This design comes from an exercise in tuning for small area and a short achievable clock period on the open sky130 flow, not from production work. At most, simulation tests tie the RTL to the original design; equivalence was not proved. For run 8, only the layout was checked, not whether the RTL still works.

==> design/flow/design.v <==
`timescale 1ns / 1ps
module HFT_ALPHA_CORE #(
    parameter DATA_W        = 32,
    parameter Q_SCALE       = 16,
    parameter ALPHA_12      = 10181,
    parameter ALPHA_26      = 4854,
    parameter ALPHA_9       = 13107,
    parameter STOP_LOSS_PTS = 50
)(
    input wire clk,
    input wire reset,
    input wire valid_tick,
    input wire [DATA_W-1:0] raw_price,
    input wire [31:0] volume,
    output reg [1:0] order_signal,
    output reg order_valid
);
    function [47:0] add48;
        input [47:0] a;
        input [47:0] b;
        input        cin;
        reg   [47:0] g, p, G, P;
        integer d, i;
        begin
            p = a ^ b;
            g = a & b;
            g[0] = g[0] | (p[0] & cin);
            G = g;
            P = p;
            for (d = 1; d < 48; d = d * 2)
                for (i = 2 * d - 1; i < 48; i = i + 2 * d) begin
                    G[i] = G[i] | (P[i] & G[i - d]);
                    P[i] = P[i] & P[i - d];
                end
            for (d = 16; d >= 1; d = d / 2)
                for (i = 3 * d - 1; i < 48; i = i + 2 * d) begin
                    G[i] = G[i] | (P[i] & G[i - d]);
                    P[i] = P[i] & P[i - d];
                end
            add48 = p ^ {G[46:0], cin};
        end
    endfunction
    function [95:0] csa;
        input [47:0] x;
        input [47:0] y;
        input [47:0] z;
        begin
            csa[47:0]  = x ^ y ^ z;
            csa[95:48] = ((x & y) | (x & z) | (y & z)) << 1;
        end
    endfunction
    function [31:0] mul12;
        input [47:0] x;
        reg [95:0] r1, r2, r3;
        reg [47:0] s;
        begin
            r1 = csa((x << 13) | 48'd64, x << 11, (~x) << 6);
            r2 = csa(x << 2, x, r1[47:0]);
            r3 = csa(r1[95:48], r2[47:0], r2[95:48]);
            s  = add48(r3[47:0], r3[95:48], 1'b0);
            mul12 = s[47:16];
        end
    endfunction
    function [31:0] mul26;
        input [47:0] x;
        reg [95:0] r1, r2, r3;
        reg [47:0] s;
        begin
            r1 = csa((x << 12) | 48'd266, x << 10, (~x) << 8);
            r2 = csa((~x) << 3, (~x) << 1, r1[47:0]);
            r3 = csa(r1[95:48], r2[47:0], r2[95:48]);
            s  = add48(r3[47:0], r3[95:48], 1'b0);
            mul26 = s[47:16];
        end
    endfunction
    function [31:0] mul9;
        input [47:0] x;
        reg [95:0] r1, r2, r3, r4;
        reg [47:0] s;
        begin
            r1 = csa(x, x << 1, x << 4);
            r2 = csa(r1[47:0], r1[95:48], x << 5);
            r3 = csa(r2[47:0], r2[95:48], r2[47:0] << 8);
            r4 = csa(r3[47:0], r3[95:48], r2[95:48] << 8);
            s  = add48(r4[47:0], r4[95:48], 1'b0);
            mul9 = s[47:16];
        end
    endfunction
    reg [31:0] price_q;      
    reg        first_run;
    reg [47:0] ema_12, ema_26;
    reg [47:0] diff_12, diff_26;
    reg [31:0] prod_12, prod_26;
    wire [47:0] load   = first_run ? {raw_price, 16'd0} : 48'd0;
    always @(posedge clk or posedge reset) begin
        if (reset) begin
            price_q   <= 0;
            first_run <= 1;
            ema_12    <= 0;
            ema_26    <= 0;
            diff_12   <= 0;
            diff_26   <= 0;
            prod_12   <= 0;
            prod_26   <= 0;
        end else begin
            if (valid_tick) begin
                ema_12    <= add48(ema_12, {{16{prod_12[31]}}, prod_12}, 1'b0) | load;
                ema_26    <= add48(ema_26, {{16{prod_26[31]}}, prod_26}, 1'b0) | load;
                first_run <= 1'b0;
                price_q   <= raw_price;
                diff_12   <= add48({price_q, 16'd0}, ~ema_12, 1'b1);
                diff_26   <= add48({price_q, 16'd0}, ~ema_26, 1'b1);
                prod_12   <= mul12(diff_12);
                prod_26   <= mul26(diff_26);
            end
        end
    end
    reg [47:0] macd_line, ema_9;
    reg [47:0] hist;         
    reg [31:0] prod_9;
    always @(posedge clk or posedge reset) begin
        if (reset) begin
            macd_line <= 0;
            hist      <= 0;
            prod_9    <= 0;
            ema_9     <= 0;
        end else begin
            macd_line <= add48(ema_12, ~ema_26, 1'b1);
            hist      <= add48(macd_line, ~ema_9, 1'b1);
            prod_9    <= mul9(hist);
            ema_9     <= add48(ema_9, {{16{prod_9[31]}}, prod_9}, 1'b0);
        end
    end
    reg [1:0]  current_position;
    reg [31:0] entry_price;
    function cout32;
        input [31:0] a;
        input [31:0] b;
        input        cin;
        reg   [31:0] G, P;
        integer d, i;
        begin
            G = a & b;
            P = a ^ b;
            G[0] = G[0] | (P[0] & cin);
            for (d = 1; d < 32; d = d * 2)
                for (i = 2 * d - 1; i < 32; i = i + 2 * d) begin
                    G[i] = G[i] | (P[i] & G[i - d]);
                    P[i] = P[i] & P[i - d];
                end
            cout32 = G[31];
        end
    endfunction
    function [1:0] top3;
        input [31:0] x;
        input [31:0] y;
        input [31:0] k;
        reg   [31:0] s;
        reg   [32:0] c;
        begin
            s = x ^ y ^ k;
            c = {(x & y) | (x & k) | (y & k), 1'b0};
            top3 = {1'b0, c[32]} + {1'b0, cout32(s, c[31:0], 1'b0)};
        end
    endfunction
    wire cl = cout32(entry_price, ~raw_price, 1'b1);
    wire cs = cout32(raw_price, ~entry_price, 1'b1);
    wire stop_long  = (top3(entry_price, ~raw_price, 32'hFFFFFFCF) == {1'b0, cl} + 2'd1)
                   && (top3(entry_price, ~raw_price, 32'h80000001) == {1'b0, cl});
    wire stop_short = (top3(raw_price, ~entry_price, 32'hFFFFFFCF) == {1'b0, cs} + 2'd1)
                   && (top3(raw_price, ~entry_price, 32'h80000001) == {1'b0, cs});
    wire h_pos = !hist[47] && (hist != 48'd0);
    wire h_neg = hist[47];
    always @(posedge clk or posedge reset) begin
        if (reset) begin
            order_signal     <= 0;
            order_valid      <= 0;
            current_position <= 0;
        end else if (valid_tick) begin
            order_valid  <= 1'b1;
            order_signal <= 2'b00;
            if (current_position == 1) begin
                if (stop_long) begin
                    order_signal     <= 2'b11;
                    current_position <= 0;
                end
            end else if (current_position == 2) begin
                if (stop_short) begin
                    order_signal     <= 2'b11;
                    current_position <= 0;
                end
            end
            if (order_signal == 2'b00) begin
                if (h_pos && current_position == 0) begin
                    order_signal     <= 2'b01;
                    current_position <= 1;
                end else if (h_neg && current_position == 0) begin
                    order_signal     <= 2'b10;
                    current_position <= 2;
                end else if (current_position == 1 && h_neg) begin
                    order_signal     <= 2'b10;
                    current_position <= 0;
                end else if (current_position == 2 && h_pos) begin
                    order_signal     <= 2'b01;
                    current_position <= 0;
                end
            end
        end else begin
            order_valid <= 1'b0;
        end
    end
    always @(posedge clk) begin
        if (valid_tick && order_signal == 2'b00 && current_position == 0 && hist != 48'd0)
            entry_price <= raw_price;
    end
endmodule
==> design/flow/flow/run.sh <==
#!/bin/bash
# Standard ORFS flow, except that after the standard synthesis the combinational
# logic is mapped again by ABC without the full-adder extraction (see reopt.ys).
set -euo pipefail
HERE=$(pwd)
FL=$HERE/flow
R=$HERE/orfs/results/$FLOW_PLATFORM/HFT_ALPHA_CORE/base
bash standard.sh synth > 1_synth_standard.log 2>&1
mkdir -p reopt
cp $R/1_2_yosys.v reopt/std.v
cp $FLOW_HOME/platforms/$FLOW_PLATFORM/lib/sky130_fd_sc_hd__tt_025C_1v80.lib reopt/lib.lib
cp $FL/reopt.ys $FL/keep_seq.tcl $FL/abc_run.tcl reopt/
export DONT_USE_LIST="$(grep -oE 'sky130_fd_sc_hd__(probe|lpflow)[a-z0-9_]+' $FLOW_HOME/platforms/$FLOW_PLATFORM/config.mk | sort -u | tr '\n' ' ')"
export ABC_SCRIPT=$FL/map.abc
(cd reopt && yosys -s reopt.ys) > 1_reopt_yosys.log 2>&1
rm -f reopt/lib.lib
cp reopt/reopt.v $R/1_2_yosys.v
bash standard.sh do-1_synth > 1_synth_odb.log 2>&1
bash standard.sh finish > 2_finish.log 2>&1
==> design/flow/flow/abc_run.tcl <==
yosys -import
set du {}
foreach c $::env(DONT_USE_LIST) { lappend du -dont_use $c }
abc -script $::env(ABC_SCRIPT) -liberty lib.lib {*}$du
==> design/flow/flow/keep_seq.tcl <==
yosys -import
set f [open std.v r]; set t [read $f]; close $f
foreach c [lsort -unique [regexp -all -inline {sky130_fd_sc_hd__(?:df|edf|sdf|dl)[a-z0-9_]+} $t]] {
  setattr -mod -set keep_hierarchy 1 $c
}
==> design/flow/flow/map.abc <==
strash
dch
map -B 0.9
topo
stime -c
buffer -c
upsize -c
dnsize -c
==> design/flow/flow/reopt.ys <==
# Re-map the combinational logic of the standard synthesis netlist.
# Sequential cells are kept as they are (same instances, names and cell types);
# every combinational cell is dissolved into its logic function and ABC maps it again.
read_liberty -ignore_miss_func lib.lib
read_verilog -sv std.v
hierarchy -top HFT_ALPHA_CORE
tcl keep_seq.tcl
flatten
opt_clean -purge
techmap
opt -fast
tcl abc_run.tcl
hilomap -singleton -hicell sky130_fd_sc_hd__conb_1 HI -locell sky130_fd_sc_hd__conb_1 LO
splitnets
opt_clean -purge
select HFT_ALPHA_CORE
write_verilog -noattr -selected reopt.v
==> design/flow/standard.sh <==
#!/bin/bash
# synth_recipe.tcl (not shown) runs the flow's synth.tcl, then flattens the netlist and writes it again
# the make line also repeats each setting of config.mk as NAME=value (left out here)
make -C /OpenROAD-flow-scripts/flow DESIGN_CONFIG=/design/flow/config.mk WORK_HOME=/design/flow/orfs CLKGATE_MAP_FILE= SYNTH_SCRIPT=/design/flow/synth_recipe.tcl "${@:-finish}"
==> design/flow/config.mk <==
export PLATFORM = sky130hd
export DESIGN_NAME = HFT_ALPHA_CORE
export DESIGN_NICKNAME = HFT_ALPHA_CORE
export VERILOG_FILES = /design/flow/design.v
export SDC_FILE = /design/flow/constraint.sdc
export NUM_CORES = 4
export LEC_CHECK = 0
export CAP_MARGIN = 20
export CORE_MARGIN = 2
export CORE_UTILIZATION = 75
export PLACE_DENSITY = 0.84
export SETUP_SLACK_MARGIN = 2.7
export SLEW_MARGIN = 20
export TNS_END_PERCENT = 100
==> design/flow/constraint.sdc <==
create_clock -name core_clock -period 6.5 [get_ports {clk}]
set_input_delay 1.3000 -clock core_clock [delete_from_list [all_inputs] [get_ports {clk}]]
set_output_delay 1.3000 -clock core_clock [all_outputs]
set_load 0.01 [all_outputs]
==> results of run 1 <==
flip-flops by register name, summed over array words and instances, names as in the netlist, 47 cells and up:
signal     cells
diff_12       48
ema_12        48
ema_26        48
ema_9         48
hist          48
macd_line     48
diff_26       47
placed cells by master, fill, tap and decap left out, types with 28 or more instances in the layout:
| cell type | instances |
|---|---|
| xor2_2 | 49 |
| o21ai_0 | 474 |
| xor2_1 | 384 |
| buf_4 | 101 |
| clkbuf_16 | 60 |
| or2_2 | 62 |
| nand3b_1 | 38 |
| nor2_1 | 1029 |
| dfrtp_2 | 76 |
| nand3_2 | 29 |
| a21oi_1 | 290 |
| nand4_1 | 62 |
| inv_2 | 53 |
| o22ai_1 | 42 |
| o21ai_1 | 46 |
| nand2_2 | 75 |
| inv_1 | 1304 |
| dfrtp_1 | 392 |
| nand2_1 | 2638 |
| a31oi_1 | 28 |
| xnor2_1 | 170 |
| nand3_1 | 544 |
| edfxtp_1 | 32 |
| nor3_1 | 42 |
| nor2_2 | 44 |
what timing repair did:
item | in CTS | in global routing
pin swaps | 1 | 83
endpoints found under the setup margin | 19 | 117
endpoints found under the hold margin | 0 | 0
cloned | 0 | 0
gates resized for setup | 24 | 422
buffers inserted | 4 | 92
through the flow:
step                      hold WS (ps)  utilization  cell area, um2  std cells
after floorplan                    438            -           48900       8293
after global placement             467        0.781           50300       9169
after detailed placement           467        0.781           50300       9169
after CTS                          488        0.812           52300       9276
after global routing               510        0.845           54400       9372
final                              489        0.845           54400       9374
final timing paths:
check	from	endpoint	slack, ps	depth (start not counted)
worst max-delay path	ema_12[0]	diff_12[47]	2620	34
worst min-delay path	prod_9[0]	ema_9[0]	490	1
worst max register to register	ema_12[0]	diff_12[47]	2620	34
worst min register to register	prod_9[0]	ema_9[0]	490	1
max in group asynchronous	reset	diff_26[29]	3980	3
min in group asynchronous	reset	ema_26[12]	1170	2
area by class of cell:
type	count	area (um2)
clock inverter	28	302
tap	855	1070
fill	4154	10000
multi-input combinational	6393	32200
inverter	1370	5180
sequential	501	12800
timing repair buffer	147	1290
clock buffer	75	1600
antenna	5	12.5
metal layers:
layer | vias to the layer above | GRT usage | part of all wire
met4 | 16 | 0.234 | 0.070
met1 | 25199 | 0.528 | 0.36
met5 | - | 0 | 0.00092
met3 | 1009 | 0.0953 | 0.12
li1 | 26300 | - | -
met2 | 3573 | 0.723 | 0.45
worst reg2reg max path: cells and delay by family, from the launching register on:
| family | cells | cell delay, ps |
|---|---|---|
| simple gates | 33 | 3240 |
| flops | 1 | 430 |
| buf+inv | 1 | 140 |
==> run notes, run 1 <==
- Status: timing/DRC/antenna clean
- GRT Util Overall: 0.435
- Tmin final: 3880 ps
- First-pass GRT wire length: 238000 um
- Synthesis-to-finish area growth: 11.5%
- Worst skew pair latency: 680 ps
- Setup violations, final: 0
- Die X: 259 um
- Max Cap Viol: 0
- Synthesized instance count: 8293
- Placement Setup Slack: 1830 ps
- PnR worst setup slack: roughly 2600 ps
- CTS tree: done
- Row cnt: 93
- Antenna violations before repair: 14
- Slew HR: 0.274
- Synth Cell Area: 48800 um2
- Initial core utilization: 0.758
- CP max stage cell: dfrtp_2
- Syn avg cell area: 5.89 um2
- Worst path required time: 7110 ps
- Worst Path Arrival: 4490 ps
- Buf+Inv Stages, Crit Path: 1
- DP HPWL: 113000 um
- Ratio of final minimum period to clock period: 0.598
- Setup_tns: 0 ps
- Height of the chip: 259 um
- CP most frequent cell: nand2_4
- Unrepaired setup endpoints after global routing: true
- Post-route ant nets: 0
- Num CTS Buffers: 56
- Synthesized Nets: ~8400
- Worst Setup Path Type: register to register
- Clock-pin slew on the worst setup and hold paths: 70 ps
- Number of global-route vias before repair: 50022
- Root Buffer: clkbuf_16
- Synth warnings: 1
- Drt pass-1 iters: 10
- Gp weighted congestion: 1.06
- Die Area: 67200 um2
- Gr ovfl total: 0
- Fmax achieved: 257 MHz
- Setup crit start kind: register
- Cell family with most CP delay: simple AND/OR/NAND/NOR gates
- CTS max path bufs: 3
- PortBufs: 37
- Final-report max-slew violation count: 0
- Hold Vio Cnt, Final: 0
- CTS H-tree depth: 2
- Largest net degree at the start of global routing: 179
- Nets: 8536
- CTS Hold Buffers Added: 0
- Vias: approximately 56000
- I/O pin total: 70
- Min-Delay Path Class: register to register
- Vias per Instance: approximately 6.0
- Crit path max fanout: 3
- Wire per inst: roughly 17 um
- 1st-iter DRT viols: around 7000
- Final wirelength: 160000 um
- Largest stage delay, worst path: 430 ps
- Worst Tran Pin Value: 1080 ps
- DRC: 0
- Layout cells sized above 1: 0.0868
- Critical Path End Type: register
- CORE AREA: 64500 um2
- Clk sink count: approximately 500
- Clock Skew: 42.5 ps
==> inputs of run 2 (changes only) <==
==> design/flow/flow/map.abc (replaced) <==
strash
dch
map -B 0.9
strash
dch
map -B 0.9
topo
stime -c
buffer -c
upsize -c
dnsize -c
--- a/design/flow/config.mk
+++ b/design/flow/config.mk
@@ -8,6 +8,6 @@
 export CAP_MARGIN = 20
 export CORE_MARGIN = 2
-export CORE_UTILIZATION = 75
-export PLACE_DENSITY = 0.84
+export CORE_UTILIZATION = 65
+export PLACE_DENSITY = 0.72
 export SETUP_SLACK_MARGIN = 2.7
 export SLEW_MARGIN = 20
==> run 2 against run 1 <==
Cell area shrank 1.6%. Final cell count shrank 0.66%. Critical path depth shrank 12. Sequential share of layout area grew 0.29 points. Still clean. Global-route usage shrank 7.5 points. Utilization shrank 14 points. Fmax grew 6.3%.
==> run notes, run 2 <==
- PnR worst setup slack: 2850 ps (+230 ps)
- Post-route ant nets: 0 (unchanged)
- Synthesized Nets: 8262 (-1.2%)
- Final wirelength: 144000 um (-9.9%)
- Status: timing/DRC/antenna clean
- I/O pin total: 70 (unchanged)
- First-pass GRT wire length: 228000 um (-4.0%)
- Row cnt: 101 (+8.6%)
- Most frequent cells in the layout: nand2_1, inv_1, nor2_1, nand3_1, dfrtp_1
- Slew HR: 0.279 (+0.00533)
- Worst Setup Path Type: register to register
- Hold Vio Cnt, Final: 0 (unchanged)
- Final Util: 0.708 (-0.137)
- DRC: 0 (unchanged)
- Setup violations, final: 0 (unchanged)
- Unrepaired setup endpoints after global routing: true
- Min-Delay Path Class: register to register
- PortBufs: 37 (unchanged)
- Die Area: 78400 um2 (+17%)
- Setup_tns: 0 ps (unchanged)
- Fmax achieved: 274 MHz (+6.3%)
- DP HPWL: 114000 um (+0.35%)
- Max Cap Viol: 0 (unchanged)
- Design Area, Final: 53600 um2 (-1.6%)
- Layout cells sized above 1: 0.0859 (-0.000875)
- Drt pass-1 iters: 7 (-3)
- Clock-pin slew on the worst setup and hold paths: 60 ps (about the same)
- CTS H-tree depth: 2 (unchanged)
- Number of global-route vias before repair: 46368 (-7.3%)
- Nets: 8354 (-2.1%)
- CTS tree: done
- Synthesis-to-finish area growth: 8.24%
- Crit path max fanout: 7 (+4)
- Wire per inst: 15.5 um (-9.3%)
- Root Buffer: clkbuf_16
- Tmin final: 3650 ps (-230 ps)
- Clk sink count: 501 (unchanged)
- Worst path required time: 7010 ps (-100 ps)
- Placement Setup Slack: 2070 ps (+236 ps)
- Clock Skew: 36.7 ps (-5.88 ps)
- Gp weighted congestion: 0.990 (-6.5%)
- Synth Cell Area: 49500 um2 (+1.3%)
- Syn avg cell area: 6.04 um2 (+2.5%)
- Initial core utilization: 0.654 (-0.104)
- Worst Path Arrival: 4160 ps (-330 ps)
- CTS max path bufs: 3 (unchanged)
- Die X: 280 um (+8.0%)
- Ratio of final minimum period to clock period: 0.562 (-0.0354)
- Commonest non-fill, non-tap cell in the layout: nand2_1
- 1st-iter DRT viols: 4024 (-42%)
- Hold WS: 461 ps (-28.9 ps)
- Worst Tran Pin Value: 1070 ps (-7.92 ps)
- Synth warnings: 1 (unchanged)
- CORE AREA: 75700 um2 (+17%)
- Vias per Instance: 5.52 (-7.7%)
- GRT Util Overall: 0.360 (-0.0752)
- Worst skew pair latency: 650 ps (-30 ps)
- Num CTS Buffers: 58 (+3.6%)
- Gr ovfl total: 0 (unchanged)
- Final-report max-slew violation count: 0 (unchanged)
- Antenna violations before repair: 8 (-6)
- Largest net degree at the start of global routing: 204 (+14%)
- Setup crit start kind: register
- Number of non-filler instances in the completed layout: 9312 (-0.66%)
- Placed cells: 9191 (+0.24%)
- DP Area: 51100 um2 (+1.6%)
- CTS Hold Buffers Added: 0 (unchanged)
- Critical Path End Type: register
- Vias: 51429 (-8.3%)
- Height of the chip: 280 um (+8.0%)
- Synthesized instance count: 8195 (-1.2%)
run 2: cell count changes in the layout (fill, tap and decap cells not counted), sizes merged, moves of 10 or more:
cell	change
nand2	+255
inv	-124
nor2	-114
buf	-82
o21ai	-70
nand3	+59
xor2	-44
o21bai	-18
a21oi	-12
or2	-10
run 2: routing by layer:
layer	vias up	share of wire	global-route usage	wire, um
li1	25914	-	-	-
met1	23489	0.43	0.475	62100
met2	1679	0.46	0.595	65700
met3	347	0.069	0.0453	9900
met4	0	0.045	0.154	6530
met5	-	0	0	0
run 2: path summary, 6_finish.rpt:
kind / from / end / slack, ps / depth (start not counted)
max in group asynchronous: reset / hist[24] / 4040 / 3
hold reg to reg: macd_line[0] / hist[0] / 460 / 1
setup reg to reg: hist[20] / prod_9[15] / 2850 / 22
setup / recovery: hist[20] / prod_9[15] / 2850 / 22
min in group asynchronous: reset / prod_9[0] / 1130 / 2
hold / removal: macd_line[0] / hist[0] / 460 / 1
run 2: worst max-delay path, stage by stage (launching register included):
cell,delay [ps]
dfrtp_4,570
nand2_4,110
inv_2,50
nor2_4,100
xor2_1,370
nand2_1,160
nand2_1,130
xor2_2,210
or2_1,150
nand2_1,50
nand2_1,90
nand2_1,120
nor2_4,120
nand3_2,100
nor2_4,190
nand3_4,140
nand2_4,110
nand3_2,90
nand3_1,80
nand2_1,80
o21ai_1,110
o21ai_1,130
xor2_2,280
run 2: area by class of cell:
cell class	count	area, um2
antenna	1	2.50
clock inverter	29	334
sequential	501	12700
tap	978	1220
fill	6714	22100
timing repair buffer	62	658
inverter	1252	4860
multi-input combinational	6412	32100
clock buffer	77	1680
run 2: repair_timing:
item | in CTS | in global routing
buffers inserted | 0 | 13
pin swaps | 0 | 5
gates resized for setup | 3 | 89
endpoints found under the setup margin | 3 | 69
gates cloned | 0 | 0
==> inputs of run 3 (changes only) <==
==> design/flow/flow/map.abc (replaced) <==
strash
dch
map -B 0.9
topo
stime -c
buffer -c
upsize -c
dnsize -c
==> run 3 against run 2 <==
Non-clock buffer count is 55 higher. Worst hold slack better by 9.0 ps. Cell area is 1.2% higher. First-iteration DRC count is 13% higher. Critical endpoint is now diff_12[47]. Utilization is 2.1 points higher. Final cell count is 1.6% higher. Die area is 1.3% lower. Largest cell class unchanged. Still clean on timing, DRC and antenna. Register-to-register slack hardly changed. Clock skew is 0.77 ps lower.
==> run notes, run 3 <==
- Largest net degree at the start of global routing: 149 (-27%)
- Number of global-route vias before repair: 46336 (-0.069%)
- DRT met1 WL: 62100 um (about the same)
- Setup crit start: ema_12[0]
- Design Area, Final: 54200 um2 (+1.2%)
- Number of non-filler instances in the completed layout: 9459 (+1.6%)
- Worst flop-to-flop path startpoint: ema_12[0]
- Top Metal Used: met5
- CORE AREA: 74400 um2 (-1.7%)
- Crit path max fanout: 5 (-2)
- Antenna violations before repair: 4 (-4)
- PnR worst setup slack: 2850 ps (+8.80 ps)
- Worst Path Arrival: 4220 ps (+60 ps)
- Clock-pin slew on the worst setup and hold paths: 60 ps (about the same)
- Commonest non-fill, non-tap cell in the layout: nand2_1
- Gp weighted congestion: 0.982 (-0.81%)
- Unrepaired setup endpoints after global routing: true
- Wire length on met3: 11700 um (+18%)
- Worst setup endpoint: diff_12[47]
- Worst Tran Pin Value: 1010 ps (-59.5 ps)
- DP HPWL: 113000 um (-1.1%)
- Placement Setup Slack: 1830 ps (-240 ps)
- Vias: 52162 (+1.4%)
- 1st-iter DRT viols: 4539 (+13%)
- Die X: 278 um (-0.64%)
- Vias per Instance: 5.51 (-0.15%)
- CTS Hold Buffers Added: 0 (unchanged)
- Placed cells: 9284 (+1.0%)
- Final Util: 0.728 (+0.0206)
- Critical Path End Type: register
- Synthesized instance count: 8293 (+1.2%)
- Ratio of final minimum period to clock period: 0.561 (-0.00135)
- Clk sink count: 501 (unchanged)
- Max Cap Viol: 0 (unchanged)
- Nets: 8508 (+1.8%)
- Synthesis-to-finish area growth: 11.0%
- PortBufs: 37 (unchanged)
- Initial core utilization: 0.656 (+0.00242)
- CTS H-tree depth: 2 (unchanged)
- Slew HR: 0.325 (+0.0456)
- CTS tree: done
- First-pass GRT wire length: 228000 um (-0.28%)
- I/O pin total: 70 (unchanged)
- Worst R2R Setup Slack: 2850 ps (about the same)
- Reg2Reg Depth: 34 (+55%)
- Row cnt: 100 (-0.99%)
- Status: timing/DRC/antenna clean
- DR WL met2: 66300 um (+0.89%)
- Height of the chip: 278 um (-0.64%)
- Synth warnings: 1 (unchanged)
- Die Area: 77400 um2 (-1.3%)
- Worst Setup Path Type: register to register
- Min-Delay Path Class: register to register
- Worst skew pair latency: 660 ps (about the same)
- Fmax achieved: 274 MHz (+0.24%)
- Most frequent cells in the layout: nand2_1, inv_1, nor2_1, nand3_1, o21ai_0
- Gr ovfl total: 0 (unchanged)
- Final wirelength: 145000 um (+0.50%)
- Drt pass-1 iters: 8 (+1)
- DRC: 0 (unchanged)
- Clock Skew: 35.9 ps (-0.773 ps)
- CTS max path bufs: 3 (unchanged)
- Wire per inst: 15.3 um (-1.1%)
- Hold Vio Cnt, Final: 0 (unchanged)
- R2r endpoint: diff_12[47]
- Tmin final: 3650 ps (-8.80 ps)
- Post-route ant nets: 0 (unchanged)
- Setup violations, final: 0 (unchanged)
- Worst path required time: 7080 ps (+70 ps)
- Root Buffer: clkbuf_16
- Layout cells sized above 1: 0.0756 (-0.0103)
- CP max stage cell: dfrtp_2
- Synthesized Nets: 8360 (+1.2%)
- Num CTS Buffers: 58 (unchanged)
- Syn avg cell area: 5.89 um2 (-2.5%)
- GRT Util Overall: 0.359 (-0.000785)
- Final-report max-slew violation count: 0 (unchanged)
- Largest stage delay, worst path: 450 ps (-120 ps)
- Synth Cell Area: 48800 um2 (-1.3%)
- DP Area: 50500 um2 (-1.2%)
- CP most frequent cell: nand2_2
- Setup crit start kind: register
## run 3: repair_timing
action	CTS	global route
buffers inserted	1	65
pin swaps	1	56
resized for setup	15	348
setup endpoints to repair	16	118
gates cloned	0	0
## run 3: critical path: cells and delay by family (launching register included)
kind / cells / cell delay, ps
buf+inv: 1 / 170
flops: 1 / 450
simple gates: 33 / 2970
## run 3: worst min-delay path by stage
stage / startpoint / endpoint / cells after the start / slack (ps)
6_report: macd_line[0] / hist[0] / 1 / 470
5_1_grt: macd_line[0] / hist[0] / 1 / 500
4_1_cts: macd_line[0] / hist[0] / 1 / 480
3_5_place_dp: macd_line[0] / hist[0] / 1 / 470
3_3_place_gp: macd_line[0] / hist[0] / 1 / 470
2_1_floorplan: macd_line[0] / hist[0] / 1 / 440
## run 3: routing by layer
metal | track usage | vias up
li1 | - | 26247
met4 | 0.112 | 4
met1 | 0.484 | 23720
met2 | 0.597 | 1873
met3 | 0.0510 | 318
met5 | 0 | -
## run 3: per-stage QoR
| step | TNS [ps] | hold slack [ps] |
|---|---|---|
| 6_report | 0 | 470 |
| 5_1_grt | 0 | 503 |
| 2_1_floorplan | -538230 | 438 |
| 3_3_place_gp | 0 | 466 |
| 3_5_place_dp | 0 | 472 |
| 4_1_cts | 0 | 476 |
## run 3: final cells by class
class                      count  area, um2
tap                          969       1210
multi-input combinational   6393      31900
sequential                   501      12800
inverter                    1370       5180
clock buffer                  85       1720
antenna                        2       5.00
clock inverter                22        380
timing repair buffer         117       1070
fill                        6492      20200
==> inputs of run 4 (changes only) <==
==> design/flow/flow/map.abc (replaced) <==
strash
dch
map -B 0.9
strash
dch
map -B 0.9
topo
stime -c
buffer -c
upsize -c
dnsize -c
--- a/design/flow/config.mk
+++ b/design/flow/config.mk
@@ -9,4 +9,6 @@
 export CORE_MARGIN = 2
 export CORE_UTILIZATION = 65
+export CTS_BUF_LIST = sky130_fd_sc_hd__clkbuf_4 sky130_fd_sc_hd__clkbuf_8
+export CTS_CLUSTER_SIZE = 24
 export PLACE_DENSITY = 0.72
 export SETUP_SLACK_MARGIN = 2.7
==> run 4 against run 3 <==
Cell area fell by 1.3%. Area after synthesis rose by 1.3%. Non-clock buffer count fell by 51. Register-to-register slack barely moved. Clock skew rose by 8.0 ps. Worst setup slack improved by 3.7 ps. Routed wire length fell by 1.1%. Highest routed layer is now met4.
==> run notes, run 4 <==
- Status: timing/DRC/antenna clean
- Hold Vio Cnt, Final: 0 (unchanged)
- Height of the chip: 280 um (+0.64%)
- Unrepaired setup endpoints after global routing: true
- Number of global-route vias before repair: 46463 (+0.27%)
- R2r endpoint: prod_9[15]
- Synth warnings: 1 (unchanged)
- Hold wc startpoint: macd_line[0]
- Ratio of final minimum period to clock period: 0.560 (-0.000566)
- GRT Util Overall: 0.359 (about the same)
- CTS max path bufs: 3 (unchanged)
- Placed cells: 9191 (-1.0%)
- Tmin final: 3640 ps (-3.68 ps)
- Hold depth: 1 (unchanged)
- DRC: 0 (unchanged)
- Synthesized instance count: 8195 (-1.2%)
- Setup crit start kind: register
- Crit path max fanout: 7 (+2)
- Layout cells sized above 1: 0.0918 (+0.0162)
- PnR worst setup slack: 2860 ps (+3.68 ps)
- Number of non-filler instances in the completed layout: 9367 (-0.97%)
- Worst Setup Path Type: register to register
- Initial core utilization: 0.654 (-0.00242)
- Syn avg cell area: 6.04 um2 (+2.5%)
- Final-report max-slew violation count: 0 (unchanged)
- DP Area: 51100 um2 (+1.2%)
- Synth Cell Area: 49500 um2 (+1.3%)
- Hold WS: 455 ps (-14.2 ps)
- Worst Tran Pin Value: 1080 ps (+65.1 ps)
- Fmax achieved: 275 MHz (+0.10%)
- Setup violations, final: 0 (unchanged)
- Drt pass-1 iters: 6 (-2)
- DP HPWL: 114000 um (+1.1%)
- Max Cap Viol: 0 (unchanged)
- CTS Hold Buffers Added: 0 (unchanged)
- Clock Skew: 43.9 ps (+8.00 ps)
- CORE AREA: 75700 um2 (+1.7%)
- PortBufs: 37 (unchanged)
- Worst skew pair latency: 720 ps (+60 ps)
- CTS H-tree depth: 3 (+1)
- 1st-iter DRT viols: 4012 (-12%)
- Placement Setup Slack: 2070 ps (+240 ps)
- Wire per inst: 15.3 um (-0.17%)
- I/O pin total: 70 (unchanged)
- Die X: 280 um (+0.64%)
- Largest net degree at the start of global routing: 204 (+37%)
- Most frequent cells in the layout: nand2_1, inv_1, nor2_1, nand3_1, dfrtp_1
- Die Area: 78400 um2 (+1.3%)
- First-pass GRT wire length: 227000 um (-0.30%)
- Worst R2R Setup Slack: 2860 ps (about the same)
- Num CTS Buffers: 89 (+53%)
- Slew HR: 0.276 (-0.0494)
- Min-Delay Path Class: register to register
- Final wirelength: 143000 um (-1.1%)
- Clk sink count: 501 (unchanged)
- Worst Path Arrival: 4220 ps (about the same)
- Antenna violations before repair: 11 (+7)
- Worst flop-to-flop path startpoint: hist[20]
- Vias per Instance: 5.50 (-0.27%)
- Gp weighted congestion: 0.990 (+0.81%)
- Vias: 51513 (-1.2%)
- Clock-pin slew on the worst setup and hold paths: 60 ps (about the same)
- Worst path required time: 7080 ps (about the same)
- Commonest non-fill, non-tap cell in the layout: nand2_1
- Nets: 8389 (-1.4%)
- Root Buffer: clkbuf_8
- Hold path endpoint: hist[0]
- Reg2Reg Depth: 22 (-35%)
- CTS tree: done
- Gr ovfl total: 0 (unchanged)
- Synthesis-to-finish area growth: 8.10%
- Post-route ant nets: 0 (unchanged)
- Row cnt: 101 (+1.0%)
- Design Area, Final: 53500 um2 (-1.3%)
- Critical Path End Type: register
- Synthesized Nets: 8262 (-1.2%)
==> run 4: cell types whose count changed in the layout (fill, tap and decap cells not counted), moves of 29 or more <==
| cell | change |
|---|---|
| nand2_1 | +172 |
| clkbuf_16 | -59 |
| xor2_1 | -44 |
| nand3_1 | +48 |
| buf_4 | -49 |
| dfrtp_1 | +29 |
| inv_1 | -174 |
| o21ai_0 | -74 |
| nand2_2 | +68 |
| dfrtp_2 | -30 |
| nor2_1 | -113 |
| inv_2 | +30 |
| clkbuf_8 | +90 |
==> run 4: worst max-delay path, cell delays in order (launching register included) <==
cell and delay (ps):
dfrtp_4 570, nand2_4 110, inv_2 50, nor2_4 100, xor2_1 370, nand2_1 160
nand2_1 130, xor2_2 210, or2_1 150, nand2_1 50, nand2_1 90, nand2_1 120
nor2_4 120, nand3_2 100, nor2_4 190, nand3_4 140, nand2_4 110, nand3_2 90
nand3_1 80, nand2_1 80, o21ai_1 110, o21ai_1 130, xor2_2 270
==> run 4: what timing repair did <==
item | 4_1_cts | 5_1_grt
pin swaps | 0 | 7
setup buffers | 0 | 17
resized for setup | 3 | 84
setup endpoints to repair | 3 | 70
==> run 4: per-stage QoR <==
| stage | setup TNS [ps] | util |
|---|---|---|
| 6_report | 0 | 0.707 |
| 5_1_grt | 0 | 0.707 |
| 4_1_cts | 0 | 0.701 |
| 3_5_place_dp | 0 | 0.675 |
| 3_3_place_gp | 0 | 0.675 |
| 2_1_floorplan | -538230 | - |
==> run 4: worst max path at each step <==
stage | start | endpoint | slack [ps] | depth (start not counted)
after floorplan | reset | current_position[0] | -1150 | 1
after global placement | raw_price[9] | current_position[1] | 2060 | 16
after detailed placement | raw_price[11] | order_signal[0] | 2070 | 17
after CTS | hist[19] | prod_9[15] | 2700 | 24
after global routing | diff_26[15] | prod_26[27] | 2670 | 25
final | hist[20] | prod_9[15] | 2860 | 22
==> run 4: area by class of cell <==
cell class / count / area, um2
multi-input cells: 6412 / 32100
fillers: 6828 / 22200
flip-flops and latches: 501 / 12700
inverters: 1252 / 4860
clock buffers: 131 / 1640
well taps: 978 / 1220
repair buffers: 66 / 676
clock inverters: 24 / 272
diodes: 3 / 7.51
==> run 4: metal layers <==
metal  global-route usage  up-vias  wire length (um)
met3               0.0457      334             10500
met5                    0        -                 0
li1                     -    26000                 -
met4                0.158        0              6260
met1                0.475    23462             61400
met2                0.589     1717             65200
==> inputs of run 5 (changes only) <==
==> design/flow/flow/map.abc (replaced) <==
strash
dch
map -B 0.9
strash
dch -f
map -B 0.9
topo
stime -c
buffer -c
upsize -c
dnsize -c
==> run 5 against run 4 <==
Worst setup slack got worse by 7.4 ps. Still clean on timing, DRC and antenna. Global-route usage about the same. Area after synthesis decreased by 1.1%. Non-clock buffer count increased by 3. First-iteration DRC count increased by 22%. Sequential share of layout area increased by 0.18 points. Via count decreased by 0.16%. Die area decreased by 1.1%.
==> run notes, run 5 <==
- Synth Cell Area: 48900 um2 (-1.1%)
- Slew HR: 0.318 (+0.0421)
- Nets: 8380 (-0.11%)
- Clock Skew: 39.5 ps (-4.35 ps)
- Synthesis-to-finish area growth: 8.62%
- CP max stage cell: dfrtp_2
- Vias: 51430 (-0.16%)
- Die Area: 77500 um2 (-1.1%)
- Setup violations, final: 0 (unchanged)
- Root Buffer: clkbuf_8
- Wire per inst: 15.3 um (-0.13%)
- DRC: 0 (unchanged)
- Setup_tns: 0 ps (unchanged)
- CTS H-tree depth: 3 (unchanged)
- Clk sink count: 501 (unchanged)
- Tmin final: 3650 ps (+7.40 ps)
- CTS Hold Buffers Added: 0 (unchanged)
- Post-route ant nets: 0 (unchanged)
- Ratio of final minimum period to clock period: 0.561 (+0.00114)
- Initial core utilization: 0.657 (+0.00373)
- Status: timing/DRC/antenna clean
- Hold depth: 1 (unchanged)
- Worst path required time: 7060 ps (-20 ps)
- Unrepaired setup endpoints after global routing: true
- Antenna violations before repair: 3 (-8)
- Largest net degree at the start of global routing: 161 (-21%)
- Final wirelength: 143000 um (-0.30%)
- Die X: 278 um (-0.54%)
- Worst Setup Path Type: register to register
- 1st-iter DRT viols: 4888 (+22%)
- CTS max path bufs: 3 (unchanged)
- Gp weighted congestion: 0.989 (-0.11%)
- Row cnt: 100 (-0.99%)
- CP most frequent cell: nand2_1
- Synthesized instance count: 8179 (-0.20%)
- Worst Path Arrival: 4210 ps (about the same)
- DP Area: 50600 um2 (-1.1%)
- Min-Delay Path Class: register to register
- CP cell instances: inv_8 -> o21ai_2 -> xor2_1 -> nand2_2 -> nand2_2 -> xor2_2 -> nand2_1 -> nand4_2 -> nand2_1 -> nor2_2 -> nand3_2 -> nor2_2 -> nand3_4 -> nand2_4 -> nand2_2 -> nand3_2 -> nand2_4 -> nand2_4 -> nand2_2 -> nand3_2 -> nand2_1 -> nand2_1 -> nand2_1
- Critical Path End Type: register
- Hold WS: 473 ps (+17.2 ps)
- Synthesized Nets: 8246 (-0.19%)
- First-pass GRT wire length: 227000 um (about the same)
- Design Area, Final: 53200 um2 (-0.61%)
- GRT Util Overall: 0.359 (+0.000483)
- I/O pin total: 70 (unchanged)
- Number of global-route vias before repair: 46314 (-0.32%)
- Max Cap Viol: 0 (unchanged)
- Final-report max-slew violation count: 0 (unchanged)
- Syn avg cell area: 5.98 um2 (-0.90%)
- Largest stage delay, worst path: 540 ps (-30 ps)
- Hold Vio Cnt, Final: 0 (unchanged)
- CTS tree: done
- Worst Tran Pin Value: 1020 ps (-54.2 ps)
- Worst skew pair latency: 720 ps (about the same)
- Vias per Instance: 5.50 (about the same)
- Gr ovfl total: 0 (unchanged)
- Setup crit start kind: register
- Layout cells sized above 1: 0.0860 (-0.00577)
- Most frequent cells in the layout: nand2_1, inv_1, nor2_1, nand3_1, o21ai_0
- Height of the chip: 278 um (-0.54%)
- Synth warnings: 1 (unchanged)
- Drt pass-1 iters: 9 (+3)
- Commonest non-fill, non-tap cell in the layout: nand2_1
- Num CTS Buffers: 93 (+4.5%)
- Crit path max fanout: 8 (+1)
- CORE AREA: 74400 um2 (-1.7%)
- Reg2Reg Depth: 23 (+4.5%)
- Clock-pin slew on the worst setup and hold paths: 60 ps (about the same)
- DP HPWL: 113000 um (-0.93%)
- PortBufs: 37 (unchanged)
- Fmax achieved: 274 MHz (-0.20%)
==> run 5: cell count changes in the layout (fill, tap and decap cells not counted), sizes merged, moves of 8 or more <==
cell,previous run,this run
nand4,57,68
xnor2,193,177
nand3,637,615
o21ai,469,491
o21bai,4,20
o22ai,33,45
a22oi,24,16
nor2,978,1017
inv,1250,1284
a21oi,294,319
a21boi,18,8
nand2,2993,2892
nand3b,38,23
==> run 5: per-layer routing <==
| layer | wire length [um] | vias up | global-route usage |
|---|---|---|---|
| met4 | 5040 | 0 | 0.128 |
| met2 | 64400 | 1887 | 0.587 |
| met5 | 0 | - | 0 |
| li1 | - | 25957 | - |
| met3 | 12000 | 313 | 0.0571 |
| met1 | 61500 | 23273 | 0.482 |
==> run 5: worst max-delay path: cells and delay by family (launching register included) <==
| family | cells | cell delay (ps) |
|---|---|---|
| xor+xnor | 2 | 650 |
| compound gates | 1 | 230 |
| buf+inv | 1 | 80 |
| flops | 1 | 540 |
| simple gates | 19 | 1990 |
==> run 5: through the flow <==
stage | util | std cells | setup slack [ps]
global route | 0.714 | 9351 | 2650
CTS | 0.708 | 9329 | 2710
global placement | 0.679 | 9168 | 1910
floorplan | - | 8179 | -1150
finish | 0.714 | 9351 | 2850
detailed placement | 0.679 | 9168 | 1900
==> run 5: final timing paths <==
kind	from	endpoint	slack (ps)
setup / recovery	hist[13]	prod_9[29]	2850
hold / removal	macd_line[0]	hist[0]	470
setup reg to reg	hist[13]	prod_9[29]	2850
hold reg to reg	macd_line[0]	hist[0]	470
max in group asynchronous	reset	prod_26[31]	4200
min in group asynchronous	reset	ema_9[3]	1050
==> run 5: final cells by class <==
type,instances,area (um2)
Multi-Input combinational cell,6365,31500
Fill cell,6637,21300
Sequential cell,501,12800
Inverter,1283,4940
Clock buffer,135,1750
Tap cell,969,1210
Timing Repair Buffer,69,677
Clock inverter,26,348
Antenna cell,3,7.51
==> run 5: timing repair <==
action	in CTS	in global routing
buffers inserted	0	19
pin swaps	0	6
setup endpoints to repair	5	82
resized for setup	3	107
==> inputs of run 6 (changes only) <==
--- a/design/flow/config.mk
+++ b/design/flow/config.mk
@@ -12,5 +12,5 @@
 export CTS_CLUSTER_SIZE = 24
 export PLACE_DENSITY = 0.72
-export SETUP_SLACK_MARGIN = 2.7
+export SETUP_SLACK_MARGIN = 2.9
 export SLEW_MARGIN = 20
 export TNS_END_PERCENT = 100
==> run 6 against run 5 <==
Critical path depth rose by 6. Synthesized cell count did not move. Sequential share of layout area fell by 0.68 points. Final cell count rose by 0.75%. Routed wire length rose by 2.6%. First-iteration DRC count rose by 7.5%. Global-route usage rose by 0.092 points. Non-clock buffer count rose by 70. Flip-flop and latch count did not move. Critical path type unchanged. Critical endpoint unchanged. Largest cell class unchanged.
==> run notes, run 6 <==
- Layout cells sized above 1: 0.123 (+0.0372)
- Worst flop-to-flop path startpoint: hist[16]
- Die Area: 77500 um2 (unchanged)
- Initial core utilization: 0.657 (unchanged)
- Max Cap Viol: 0 (unchanged)
- Setup violations, final: 0 (unchanged)
- Clk sink count: 501 (unchanged)
- Clock-pin slew on the worst setup and hold paths: 60 ps (about the same)
- Hold Vio Cnt, Final: 0 (unchanged)
- Most frequent cells in the layout: nand2_1, inv_1, nor2_1, nand3_1, o21ai_0
- Vias per Instance: 5.56 (+1.1%)
- CTS Hold Buffers Added: 0 (unchanged)
- Worst setup endpoint: prod_9[29]
- Worst Setup Path Type: register to register
- Ratio of final minimum period to clock period: 0.555 (-0.00630)
- GRT Util Overall: 0.360 (+0.000923)
- I/O pin total: 70 (unchanged)
- Synthesized instance count: 8179 (unchanged)
- CTS max path bufs: 3 (unchanged)
- Die X: 278 um (unchanged)
- Synth warnings: 1 (unchanged)
- CTS H-tree depth: 3 (unchanged)
- Wire per inst: 15.6 um (+1.9%)
- Nets: 8450 (+0.84%)
- DP HPWL: 113000 um (unchanged)
- Gp weighted congestion: 0.989 (unchanged)
- Reg2Reg Depth: 29 (+26%)
- Worst R2R Setup Slack: 2890 ps (+40 ps)
- Post-route ant nets: 0 (unchanged)
- Largest net degree at the start of global routing: 161 (unchanged)
- CORE AREA: 74400 um2 (unchanged)
- Setup crit start kind: register
- Worst skew pair latency: 730 ps (about the same)
- Synth Cell Area: 48900 um2 (unchanged)
- Crit path max fanout: 6 (-2)
- Number of non-filler instances in the completed layout: 9421 (+0.75%)
- DRC: 0 (unchanged)
- R2r endpoint: prod_9[29]
- Drt pass-1 iters: 6 (-3)
- Critical Path End Type: register
- Syn avg cell area: 5.98 um2 (unchanged)
- Row cnt: 100 (unchanged)
- Gr ovfl total: 0 (unchanged)
- Clock Skew: 41.1 ps (+1.59 ps)
- Worst path required time: 7080 ps (+20 ps)
- Largest stage delay, worst path: 550 ps (about the same)
- Placed cells: 9168 (unchanged)
- Number of global-route vias before repair: 46436 (+0.26%)
- Vias: 52382 (+1.9%)
- 1st-iter DRT viols: 5255 (+7.5%)
- Worst Path Arrival: 4190 ps (-20 ps)
- Synthesis-to-finish area growth: 12.3%
- Final Util: 0.738 (+0.0241)
- Slew HR: 0.317 (-0.00106)
- Commonest non-fill, non-tap cell in the layout: nand2_1
- Setup crit start: hist[16]
- Final-report max-slew violation count: 0 (unchanged)
- Fmax achieved: 277 MHz (+1.1%)
- Synthesized Nets: 8246 (unchanged)
- Final wirelength: 147000 um (+2.6%)
- Design Area, Final: 55000 um2 (+3.4%)
- Setup_tns: 0 ps (unchanged)
- Worst Tran Pin Value: 1020 ps (+1.58 ps)
- DP Area: 50600 um2 (unchanged)
- CTS tree: done
- Root Buffer: clkbuf_8
- Height of the chip: 278 um (unchanged)
- PortBufs: 37 (unchanged)
- Min-Delay Path Class: register to register
- Num CTS Buffers: 93 (unchanged)
- Fill count: 6313 (-4.9%)
- Status: timing/DRC/antenna clean
- Hold WS: 473 ps (+0.731 ps)
- Tmin final: 3610 ps (-41.0 ps)
- CP most frequent cell: nand2_2
- CP max stage cell: dfrtp_2
- Unrepaired setup endpoints after global routing: true
- Antenna violations before repair: 3 (unchanged)
- First-pass GRT wire length: 228000 um (+0.24%)
-- run 6: final cells by class --
type,instances,area [um2],area share
Clock buffer,135,1750,0.0319
Timing Repair Buffer,139,1290,0.0234
Sequential cell,501,12800,0.233
Clock inverter,26,348,0.00633
Tap cell,969,1210,0.0221
Multi-Input combinational cell,6365,32600,0.593
Inverter,1283,4950,0.0901
Antenna cell,3,7.51,0.000137
-- run 6: how the worst min path moves through the flow --
| stage | slack (ps) | endpoint | start | depth (start not counted) |
|---|---|---|---|---|
| after floorplan | 440 | hist[0] | macd_line[0] | 1 |
| after global placement | 460 | hist[0] | macd_line[0] | 1 |
| after detailed placement | 460 | hist[0] | macd_line[0] | 1 |
| after CTS | 470 | hist[0] | macd_line[0] | 1 |
| after global routing | 490 | ema_9[0] | prod_9[0] | 1 |
| final | 470 | ema_9[0] | prod_9[0] | 1 |
-- run 6: what timing repair did --
| item | 4_1_cts | 5_1_grt |
|---|---|---|
| setup buffers | 1 | 88 |
| pin swaps | 2 | 82 |
| resized for setup | 36 | 415 |
| gates cloned | 0 | 0 |
| setup endpoints to repair | 44 | 115 |
-- run 6: per-layer routing --
metal,vias up,share of wire,GRT usage
met1,23931,0.42,0.482
met5,-,0,0
met4,0,0.039,0.133
met2,1980,0.45,0.587
li1,26081,-,-
met3,390,0.084,0.0579
-- run 6: worst max-delay path, delay by kind of cell, from the launching register on --
family | cells | cell delay (ps)
flip-flops | 1 | 550
XOR/XNOR | 1 | 210
AND/OR/NAND/NOR | 26 | 2530
buffers and inverters | 2 | 180
-- run 6: metrics by stage --
stage          setup slack, ps
2_1_floorplan            -1150
3_3_place_gp              1910
3_5_place_dp              1900
4_1_cts                   2880
5_1_grt                   2750
6_report                  2890
==> inputs of run 7 (changes only) <==
==> design/flow/flow/map.abc (replaced) <==
strash
dch
map -B 0.9
topo
stime -c
buffer -c
upsize -c
dnsize -c
--- a/design/flow/config.mk
+++ b/design/flow/config.mk
@@ -8,9 +8,8 @@
 export CAP_MARGIN = 20
 export CORE_MARGIN = 2
-export CORE_UTILIZATION = 65
+export CORE_UTILIZATION = 55
 export CTS_BUF_LIST = sky130_fd_sc_hd__clkbuf_4 sky130_fd_sc_hd__clkbuf_8
 export CTS_CLUSTER_SIZE = 24
-export PLACE_DENSITY = 0.72
-export SETUP_SLACK_MARGIN = 2.9
+export SETUP_SLACK_MARGIN = 2.5
 export SLEW_MARGIN = 20
 export TNS_END_PERCENT = 100
==> run 7 against run 6 <==
Critical path type is now input pin to register. Die area rose by 18%. Flip-flop and latch count did not move. Global-route usage fell by 4.7 points. Critical endpoint is now order_signal[1]. Routed wire length shrank 0.91%. Cell area is 2.9% lower. Via count decreased by 2.9%. Clock skew grew 13 ps. First-iteration DRC count shrank 23%. Worst setup slack lost 130 ps. Utilization down 13 points. Clock-buffer cell count is 9 higher.
==> run notes, run 7 <==
- Worst skew pair latency: 780 ps (+50 ps)
- Gp weighted congestion: 0.982 (-0.65%)
- Hold wc startpoint: prod_9[0]
- Die X: 302 um (+8.5%)
- Hold Vio Cnt, Final: 0 (unchanged)
- Vias per Instance: 5.25 (-5.5%)
- Layout cells sized above 1: 0.0580 (-0.0653)
- DRC: 0 (unchanged)
- Vias: 50843 (-2.9%)
- Synthesis-to-finish area growth: 9.23%
- Ratio of final minimum period to clock period: 0.575 (+0.0196)
- CTS H-tree depth: 3 (unchanged)
- Clk sink count: 501 (unchanged)
- Fmax achieved: 268 MHz (-3.4%)
- Largest net degree at the start of global routing: 143 (-11%)
- Final-report max-slew violation count: 0 (unchanged)
- Placed cells: 9481 (+3.4%)
- Design Area, Final: 53400 um2 (-2.9%)
- Critical Path End Type: register
- Syn avg cell area: 5.89 um2 (-1.6%)
- Setup crit start kind: input pin
- Most frequent cells in the layout: nand2_1, inv_1, nor2_1, nand3_1, o21ai_0
- Nets: 8503 (+0.63%)
- Initial core utilization: 0.554 (-0.104)
- Root Buffer: clkbuf_8
- Drt pass-1 iters: 8 (+2)
- Clock-pin slew on the worst setup and hold paths: 60 ps (about the same)
- DP HPWL: 116000 um (+3.0%)
- Worst Setup Path Type: input pin to register
- Hold WS: 483 ps (+9.49 ps)
- CORE AREA: 88200 um2 (+19%)
- PnR worst setup slack: 2760 ps (-127 ps)
- GRT Util Overall: 0.313 (-0.0467)
- Final Util: 0.605 (-0.133)
- Wire per inst: 15.0 um (-3.5%)
- Num CTS Buffers: 93 (unchanged)
- Post-route ant nets: 0 (unchanged)
- Tmin final: 3740 ps (+127 ps)
- Height of the chip: 302 um (+8.5%)
- DP Area: 50700 um2 (+0.33%)
- Final wirelength: 145000 um (-0.91%)
- Crit path max fanout: 5 (-1)
- Reg area: 12700 um2 (-0.57%)
- Setup violations, final: 0 (unchanged)
- Clock Skew: 54.0 ps (+12.8 ps)
- Max Cap Viol: 0 (unchanged)
- Synthesized Nets: 8360 (+1.4%)
- Worst path required time: 7130 ps (+50 ps)
- Cell family with most CP delay: compound AO/OA/AOI/OAI gates
- PortBufs: 37 (unchanged)
- Buf+Inv Stages, Crit Path: 2 (unchanged)
- Worst flop-to-flop path startpoint: ema_12[0]
- I/O pin total: 70 (unchanged)
- Antenna violations before repair: 5 (+2)
- Slew HR: 0.285 (-0.0311)
- Area taken by multi-input logic gates: 31200 um2 (-4.3%)
- 1st-iter DRT viols: 4055 (-23%)
- CP cell instances: clkdlybuf4s50_1 -> nor2_1 -> nor2_1 -> inv_1 -> nor2_1 -> nor2_1 -> a211o_1 -> nand2_1 -> o21ai_0 -> o21ai_0 -> a31oi_1 -> o21ai_0 -> a22oi_1 -> o21ai_0 -> nor2_1 -> nor3_1 -> nor2_1
- Synthesized instance count: 8293 (+1.4%)
- Worst Tran Pin Value: 1060 ps (+37.9 ps)
- CTS tree: done
- First-pass GRT wire length: 229000 um (+0.70%)
- Setup crit start: raw_price[17]
- Gr ovfl total: 0 (unchanged)
- CP most frequent cell: nor2_1
- Synth warnings: 1 (unchanged)
- Synth Cell Area: 48800 um2 (-0.20%)
- Placement Setup Slack: 1750 ps (-157 ps)
- Unrepaired setup endpoints after global routing: true
- Row cnt: 109 (+9.0%)
- Min-Delay Path Class: register to register
- Fill count: 8800 (+39%)
- Largest stage delay, worst path: 630 ps (+80 ps)
- Number of global-route vias before repair: 45199 (-2.7%)
- Worst Path Arrival: 4360 ps (+170 ps)
- Number of non-filler instances in the completed layout: 9676 (+2.7%)
- Commonest non-fill, non-tap cell in the layout: nand2_1
- CP max stage cell: clkdlybuf4s50_1
- CTS max path bufs: 3 (unchanged)
- Die Area: 91200 um2 (+18%)
- Status: timing/DRC/antenna clean
-- run 7: layout make-up --
type	count	share of cell area
inverter	1370	0.0970
sequential	501	0.239
antenna	4	0.000188
clock inverter	22	0.00403
clock buffer	144	0.0347
timing repair inverter	1	0.0000938
tap	1165	0.0273
timing repair buffer	76	0.0136
multi-input combinational	6393	0.584
-- run 7: routing by layer --
| layer | up-vias | wire length (um) | share of wire | track usage |
|---|---|---|---|---|
| met5 | - | 0 | 0 | 0 |
| li1 | 26243 | - | - | - |
| met3 | 235 | 9840 | 0.068 | 0.0397 |
| met1 | 22948 | 66800 | 0.46 | 0.439 |
| met2 | 1417 | 65300 | 0.45 | 0.512 |
| met4 | 0 | 3380 | 0.023 | 0.0800 |
-- run 7: final timing paths --
path                       cells after the start         endpoint  slack, ps
setup / recovery                              17  order_signal[1]       2760
hold / removal                                 1         ema_9[0]        480
setup reg to reg                              30      diff_12[39]       2790
hold reg to reg                                1         ema_9[0]        480
max in group asynchronous                      4       ema_26[46]       4240
min in group asynchronous                      2       prod_26[0]        960
-- run 7: stage by stage --
stage / setup TNS (ps)
6_report: 0
5_1_grt: 0
4_1_cts: 0
3_5_place_dp: 0
3_3_place_gp: 0
2_1_floorplan: -538230
-- run 7: what timing repair did --
action,4_1_cts,5_1_grt
hold buffers,0,0
cloned,0,1
gates resized for setup,1,113
buffers inserted,0,24
pin swaps,0,5
setup endpoints to repair,5,68
==> inputs of run 8 (changes only) <==
--- a/design/flow/design.v
+++ b/design/flow/design.v
@@ -75,14 +75,22 @@
     endfunction
     function [31:0] mul9;
-        input [47:0] x;
-        reg [95:0] r1, r2, r3, r4;
+        input [47:0] h3;
+        reg [95:0] r1, r2;
         reg [47:0] s;
         begin
-            r1 = csa(x, x << 1, x << 4);
-            r2 = csa(r1[47:0], r1[95:48], x << 5);
-            r3 = csa(r2[47:0], r2[95:48], r2[47:0] << 8);
-            r4 = csa(r3[47:0], r3[95:48], r2[95:48] << 8);
-            s  = add48(r4[47:0], r4[95:48], 1'b0);
+            r1 = csa(h3, h3 << 4, h3 << 8);
+            r2 = csa(r1[47:0], r1[95:48], h3 << 12);
+            s  = add48(r2[47:0], r2[95:48], 1'b0);
             mul9 = s[47:16];
+        end
+    endfunction
+    function [47:0] times3_diff;
+        input [47:0] m;
+        input [47:0] e;
+        reg [95:0] r1, r2;
+        begin
+            r1 = csa(m, (m << 1) | 48'd1, ~e);
+            r2 = csa(r1[47:0], r1[95:48], ((~e) << 1) | 48'd1);
+            times3_diff = add48(r2[47:0], r2[95:48], 1'b1);
         end
     endfunction
@@ -118,4 +126,5 @@
     reg [47:0] macd_line, ema_9;
     reg [47:0] hist;         
+    reg [47:0] hist3;        
     reg [31:0] prod_9;
     always @(posedge clk or posedge reset) begin
@@ -123,4 +132,5 @@
             macd_line <= 0;
             hist      <= 0;
+            hist3     <= 0;
             prod_9    <= 0;
             ema_9     <= 0;
@@ -128,5 +138,6 @@
             macd_line <= add48(ema_12, ~ema_26, 1'b1);
             hist      <= add48(macd_line, ~ema_9, 1'b1);
-            prod_9    <= mul9(hist);
+            hist3     <= times3_diff(macd_line, ema_9);
+            prod_9    <= mul9(hist3);
             ema_9     <= add48(ema_9, {{16{prod_9[31]}}, prod_9}, 1'b0);
         end
--- a/design/flow/config.mk
+++ b/design/flow/config.mk
@@ -9,6 +9,4 @@
 export CORE_MARGIN = 2
 export CORE_UTILIZATION = 55
-export CTS_BUF_LIST = sky130_fd_sc_hd__clkbuf_4 sky130_fd_sc_hd__clkbuf_8
-export CTS_CLUSTER_SIZE = 24
 export SETUP_SLACK_MARGIN = 2.5
 export SLEW_MARGIN = 20
==> run 8 against run 7 <==
Via count decreased by 2.3%. Die area rose by 2.8%. Clock-buffer cell count shrank 55.
==> run notes, run 8 <==
- Status: timing/DRC/antenna clean
- Setup crit start kind: register
- Hold WS: 512 ps (+28.8 ps)
- Synthesis-to-finish area growth: 9.41%
- Reg2Reg Depth: 24 (-20%)
- Worst skew pair latency: 640 ps (-140 ps)
- Clk sink count: 548 (+9.4%)
- Worst Path Arrival: 4270 ps (-90 ps)
- Number of non-filler instances in the completed layout: 9464 (-2.2%)
- Vias per Instance: 5.25 (about the same)
- DP HPWL: 115000 um (-0.87%)
- DRC: 0 (unchanged)
- Worst flop-to-flop path startpoint: ema_26[1]
- Design Area, Final: 54900 um2 (+3.0%)
- Nets: 8303 (-2.4%)
- Clock-pin slew on the worst setup and hold paths: 60 ps (about the same)
- Die Area: 93700 um2 (+2.8%)
- CTS Hold Buffers Added: 0 (unchanged)
- Drt pass-1 iters: 6 (-2)
- Gp weighted congestion: 0.949 (-3.3%)
- Unrepaired setup endpoints after global routing: true
- GRT Util Overall: 0.305 (-0.00861)
- Most frequent cells in the layout: nand2_1, inv_1, nor2_1, o21ai_0, dfrtp_1
- Hold path endpoint: prod_26[23]
- Hold depth: 2 (+1)
- Max Cap Viol: 0 (unchanged)
- Area taken by multi-input logic gates: 31000 um2 (-0.65%)
- Height of the chip: 306 um (+1.4%)
- Crit path max fanout: 6 (+1)
- Met1 usage: 0.422 (-0.0168)
- Final-report max-slew violation count: 0 (unchanged)
- 1st-iter DRT viols: 3811 (-6.0%)
- Number of global-route vias before repair: 45686 (+1.1%)
- Syn avg cell area: 6.18 um2 (+5.0%)
- GRT busiest layer: met2
- Hold Vio Cnt, Final: 0 (unchanged)
- Largest net degree at the start of global routing: 160 (+12%)
- Commonest non-fill, non-tap cell in the layout: nand2_1
- Final wirelength: 144000 um (-0.82%)
- Synth Cell Area: 50200 um2 (+2.8%)
- Fill count: 8965 (+1.9%)
- CTS H-tree depth: 3 (unchanged)
- Hold wc startpoint: prod_26[23]
- GRT met3 Usage: 0.0328 (-0.00689)
- First-pass GRT wire length: 231000 um (+0.59%)
- Gr ovfl total: 0 (unchanged)
- Worst R2R Setup Slack: 2660 ps (-130 ps)
- Initial core utilization: 0.556 (+0.00253)
- I/O pin total: 70 (unchanged)
- Clock Skew: 16.4 ps (-37.5 ps)
- PortBufs: 37 (unchanged)
- Ratio of final minimum period to clock period: 0.590 (+0.0155)
- Setup violations, final: 0 (unchanged)
- CTS max path bufs: 3 (unchanged)
- Min-Delay Path Class: register to register
- Fmax achieved: 261 MHz (-2.6%)
- GR Util met2: 0.508 (-0.00372)
- PnR worst setup slack: 2660 ps (-101 ps)
- Antenna violations before repair: 5 (unchanged)
- Layout cells sized above 1: 0.0673 (+0.00937)
- Num CTS Buffers: 69 (-26%)
- Worst path required time: 6940 ps (-190 ps)
- DP Area: 52200 um2 (+2.9%)
- Root Buffer: clkbuf_16
- Wire per inst: 15.2 um (+1.4%)
- Synth warnings: 1 (unchanged)
- Post-route ant nets: 0 (unchanged)
- CTS tree: done
- Slew HR: 0.359 (+0.0735)
- Tmin final: 3840 ps (+101 ps)
- Critical Path End Type: register
- Vias: 49687 (-2.3%)
- Worst Setup Path Type: register to register
- # diodes: 0 (-4)
- Placement Setup Slack: 1810 ps (+63.4 ps)
- Row cnt: 110 (+0.92%)
- Die X: 306 um (+1.4%)
- CORE AREA: 90300 um2 (+2.3%)
- Worst Tran Pin Value: 962 ps (-99.0 ps)
- R2r endpoint: macd_line[44]
- Synthesized Nets: 8189 (-2.0%)
- Placed cells: 9327 (-1.6%)
- Reg area: 13900 um2 (+9.2%)
- Synthesized instance count: 8122 (-2.1%)
## run 8: cell types whose count changed in the layout (fill, tap and decap cells not counted), moves of 32 or more
cell	delta
nand2_1	-534
nand3_1	-129
clkbuf_8	-113
clkbuf_16	+71
inv_1	+63
xor2_1	+61
dfrtp_1	+52
nor2_1	+46
nand2_2	+32
## run 8: worst max path at each step
stage | endpoint | start | cells after the start
detailed placement | order_signal[0] | raw_price[3] | 18
CTS | macd_line[47] | ema_26[1] | 29
global route | diff_26[37] | ema_26[0] | 28
finish | macd_line[44] | ema_26[1] | 24
floorplan | current_position[0] | reset | 1
global placement | order_signal[1] | raw_price[3] | 18
## run 8: final cells by class
cell class                      count  share of cell area
Clock inverter                     34             0.00656
Sequential cell                   548               0.253
Multi-Input combinational cell   6078               0.564
Inverter                         1467               0.101
Tap cell                         1176              0.0268
Timing Repair Buffer               72              0.0130
Clock buffer                       89              0.0354
## run 8: metal layers
layer	share of wire	up-vias	wire length, um
li1	-	25682	-
met1	0.46	22758	67000
met2	0.46	1062	65800
met3	0.055	185	7940
met4	0.024	0	3390
met5	0	-	0
## run 8: stage by stage
| step | setup TNS (ps) | util |
|---|---|---|
| 2_1_floorplan | -930840 | - |
| 3_3_place_gp | 0 | 0.578 |
| 3_5_place_dp | 0 | 0.578 |
| 4_1_cts | 0 | 0.604 |
| 5_1_grt | 0 | 0.608 |
| 6_report | 0 | 0.608 |
## run 8: worst max-delay path: stages, from the launching register on
cell	delay, ps
dfrtp_2	470
inv_1	100
nand2_1	80
a21oi_2	190
nor2_2	50
nor2_2	130
nor2_2	60
nor2_2	110
nand2_1	70
nand3_1	130
nand4_2	160
nand2_2	140
nand2_2	70
nand2_4	120
a21oi_2	80
or2_4	260
nand2_2	80
nand3_4	110
nand2_2	120
inv_2	50
o21bai_4	160
o21ai_1	120
nand2_1	90
nand2_2	60
xor2_1	630
## run 8: timing repair
item | in CTS | in global routing
endpoints found under the hold margin | 0 | 0
setup endpoints to repair | 7 | 76
pin swaps | 0 | 11
gates resized for setup | 7 | 91
buffers inserted | 0 | 14

==> afterwards: timing with drivers on the ports <==
How much do the figures lean on ideal ports? The routed layouts below were timed once more, with nothing changed but the port constraints.
Step 1 assumes that a clkbuf_16 drives the clock port and a buf_2 every other input.
Step 2 adds t to the input delays and takes it off the output delays; t is the mean of the earliest and latest rising clock arrival at the registers after step 1. Input paths then give back, and output paths get back, about the clock's delay inside the block.
Three values: ideal ports, drivers, drivers and shift; two values: the first two.
| run | shift t [ns] | slack for setup (ns) | latest minus earliest clock arrival (ns) | worst slew at a driven data input, ns |
|---|---|---|---|---|
| run 1 | 0.724 | 2.616 / 2.616 / 2.123 | 0.044 / 0.044 | 0.10 |
| run 2 | 0.696 | 2.846 / 2.846 / 2.233 | 0.040 / 0.040 | 0.05 |
| run 3 | 0.715 | 2.854 / 2.855 / 2.205 | 0.036 / 0.036 | 0.12 |
| run 4 | 0.764 | 2.858 / 2.858 / 2.204 | 0.046 / 0.046 | 0.05 |
| run 5 | 0.775 | 2.851 / 2.851 / 2.218 | 0.047 / 0.046 | 0.10 |
| run 6 | 0.776 | 2.892 / 2.892 / 2.329 | 0.043 / 0.043 | 0.09 |
| run 7 | 0.815 | 2.764 / 2.786 / 1.994 | 0.059 / 0.059 | 0.10 |
| run 8 | 0.702 | 2.663 / 2.663 / 2.092 | 0.020 / 0.020 | 0.09 |
After both steps setup and hold are still met in every run listed. The setup slack of run 7, which loses most, moves by +0.022 ns with the drivers and by -0.770 ns with both steps.
